Context: an optimization exercise on an open-source flow, tuned for small area and a short achievable clock period. The choices shown serve that exercise and are no tape-out recipe. In this exercise RTL edits were held to simulation tests only and were not proved equivalent to the original. The flow treats the clock pin as an ideal source, which a real chip does not have. No activity file was given, so power comes from the tool's default toggle rates.

## user_logic
module user_logic
(
  S_Dir,
  S_Step,
  S_Enable,
  E_Min,
  E_Max,
  E_Probe,
  A_Step,
  A_Load,
  Bus2IP_Clk,
  Bus2IP_Reset,
  Bus2IP_Addr,
  Bus2IP_CS,
  Bus2IP_RNW,
  Bus2IP_Data,
  Bus2IP_BE,
  Bus2IP_RdCE,
  Bus2IP_WrCE,
  IP2Bus_Data,
  IP2Bus_RdAck,
  IP2Bus_WrAck,
  IP2Bus_Error,
  IP2Bus_IntrEvent
);
export LEC_CHECK = 0
export CAP_MARGIN = 20
export CORE_MARGIN = 2
export CORE_UTILIZATION = 40
export CTS_BUF_LIST = sky130_fd_sc_hd__clkbuf_16
export CTS_CLUSTER_DIAMETER = 80
export CTS_CLUSTER_SIZE = 20
export SETUP_SLACK_MARGIN = 4.5
export SLEW_MARGIN = 20
export TNS_END_PERCENT = 0
export PRE_IO_PLACEMENT_TCL = /design/flow/flow/io.tcl
export POST_CTS_TCL = /design/flow/flow/post_cts.tcl
export BUFFER_PORTS_ARGS = -buffer_cell sky130_fd_sc_hd__buf_4
create_clock -name core_clock -period 10.0 [get_ports {Bus2IP_Clk}]
standard.sh (not shown) runs the stock make flow with config.mk's settings and CLKGATE_MAP_FILE= SYNTH_SCRIPT=/design/flow/synth_recipe.tcl, a recipe that flattens the netlist after the stock synthesis.
==> flow/flow/run.sh <==
#!/bin/bash
# Standard layout, with: the read path's ports constrained to one edge before
# pin placement; plain buffers (not delay cells) as the port buffers; and the
# read-data output buffers moved next to their drivers after CTS (then
# legalized and timing-repaired).
set -euo pipefail
echo "export PRE_IO_PLACEMENT_TCL = $PWD/flow/io.tcl" >> config.mk
echo "export POST_CTS_TCL = $PWD/flow/post_cts.tcl" >> config.mk
echo "export BUFFER_PORTS_ARGS = -buffer_cell sky130_fd_sc_hd__buf_4" >> config.mk
bash standard.sh > standard_flow.log 2>&1
==> flow/flow/io.tcl <==
# Keep the read path's ports (RdCE in, data and RdAck out) together on the top edge.
set grp {}
foreach p [get_ports {IP2Bus_Data* Bus2IP_RdCE* IP2Bus_RdAck}] { lappend grp [get_full_name $p] }
set_io_pin_constraint -pin_names $grp -region top:*
==> flow/flow/post_cts.tcl <==
# Move each read-data output buffer next to the gate that drives it, so the
# buffer (not the gate) drives the long wire to the pin.
set block [ord::get_db_block]
foreach port [get_ports {IP2Bus_Data* IP2Bus_RdAck IP2Bus_WrAck}] {
  set net [get_nets [get_full_name $port]]
  foreach bp [get_pins -of_objects $net -filter "direction==output"] {
    set buf [get_cells -of_objects $bp]
    set bi [$block findInst [get_full_name $buf]]
    foreach ip [get_pins -of_objects $buf -filter "direction==input"] {
      set n2 [get_nets -of_objects $ip]
      foreach dp [get_pins -of_objects $n2 -filter "direction==output"] {
        set di [$block findInst [get_full_name [get_cells -of_objects $dp]]]
        set dl [$di getLocation]
        $bi setLocation [lindex $dl 0] [lindex $dl 1]
      }
    }
  }
}
detailed_placement
check_placement -verbose
estimate_parasitics -placement
repair_timing -setup -setup_margin 4.5 -repair_tns 0 -verbose
detailed_placement
check_placement -verbose
The baseline passed the timing, DRC and antenna checks.
Then changed:
CTS_CLUSTER_DIAMETER = 90   (was 80)
CTS_CLUSTER_SIZE = 25   (was 20)
What happened: Worst hold slack hardly moves. Setup slack got worse by 0.041 ns. Clock-buffer cell count shrinks by 10. Total power shrinks by 2.7%. Via count barely changes.
Then changed:
==> flow/flow/run.sh (replaced) <==
#!/bin/bash
# Standard layout, with the read path's ports constrained to one edge before
# pin placement.
set -euo pipefail
echo "export PRE_IO_PLACEMENT_TCL = $PWD/flow/io.tcl" >> config.mk
bash standard.sh > standard_flow.log 2>&1
BUFFER_PORTS_ARGS = unset   (was -buffer_cell sky130_fd_sc_hd__buf_4)
CTS_CLUSTER_DIAMETER = 80   (was 90)
CTS_CLUSTER_SIZE = 20   (was 25)
POST_CTS_TCL = unset   (was /design/flow/flow/post_cts.tcl)
removed: flow/flow/post_cts.tcl
=> Worst setup slack loses 0.21 ns; worst hold slack gains 0.0099 ns; wire length is higher slightly; die area does not change; cell count increases slightly; final area climbs slightly; core utilization went up by 0.70 points; first-iteration DRC count drops by a few percent; via count shrinks slightly; power is higher by a few percent; sequential cell count does not change.
Then changed:
==> flow/flow/run.sh (replaced) <==
#!/bin/bash
# Standard layout, with the read path's ports constrained to one edge before
# pin placement, and the read-data output buffers moved next to their drivers
# after CTS (then legalized and timing-repaired).
set -euo pipefail
echo "export PRE_IO_PLACEMENT_TCL = $PWD/flow/io.tcl" >> config.mk
echo "export POST_CTS_TCL = $PWD/flow/post_cts.tcl" >> config.mk
bash standard.sh > standard_flow.log 2>&1
==> flow/flow/post_cts.tcl (new file) <==
# Move each read-data output buffer next to the gate that drives it, so the
# buffer (not the gate) drives the long wire to the pin.
set block [ord::get_db_block]
foreach port [get_ports {IP2Bus_Data* IP2Bus_RdAck IP2Bus_WrAck}] {
  set net [get_nets [get_full_name $port]]
  foreach bp [get_pins -of_objects $net -filter "direction==output"] {
    set buf [get_cells -of_objects $bp]
    set bi [$block findInst [get_full_name $buf]]
    foreach ip [get_pins -of_objects $buf -filter "direction==input"] {
      set n2 [get_nets -of_objects $ip]
      foreach dp [get_pins -of_objects $n2 -filter "direction==output"] {
        set di [$block findInst [get_full_name [get_cells -of_objects $dp]]]
        set dl [$di getLocation]
        $bi setLocation [lindex $dl 0] [lindex $dl 1]
      }
    }
  }
}
detailed_placement
check_placement -verbose
estimate_parasitics -placement
repair_timing -setup -setup_margin 4.5 -repair_tns 0 -verbose
detailed_placement
check_placement -verbose
POST_CTS_TCL = /design/flow/flow/post_cts.tcl   (was unset)
After rerunning: Non-clock buffer count does not change; combinational power hardly moves; critical path depth does not change; clock skew barely changes; setup slack is better by 0.13 ns; sequential share of layout area is about the same; clock-buffer cell count stays the same; power stays flat; final area is about the same.

-- afterwards: timing with drivers on the ports --
How much do the figures lean on ideal ports? The routed layouts below were timed once more, with nothing changed but the port constraints. Step 1 sets driving cells, clkbuf_16 on the clock port and buf_2 on the other inputs (assumed; they add their load-dependent delay and slew). Step 2, shift: input delay + t, output delay - t, t = (earliest + latest rising clock arrival at the registers) / 2. This alone moves slack from input paths to output paths. a / b / c = ideal ports / drivers / drivers and shift; a / b = the first two.
run | shift t [ns] | slack for setup (ns) | worst setup path at the end | slew at the worst register clock pin (ns) | worst data-port slew with drivers (ns)
the first run | 0.712 | 4.355 / 4.334 / 4.334 | input to output | 0.10 / 0.10 | 0.24
the second run | 0.689 | 4.313 / 4.280 / 4.280 | input to output | 0.12 / 0.12 | 0.23
the third run | 0.701 | 4.101 / 4.066 / 4.066 | input to output | 0.10 / 0.10 | 0.22
the fourth run | 0.708 | 4.228 / 4.201 / 4.201 | input to output | 0.10 / 0.10 | 0.22
After both steps setup and hold are still met in every run listed. For the third run, which loses most, drivers alone change the setup slack by -0.035 ns; drivers and shift together by -0.035 ns.
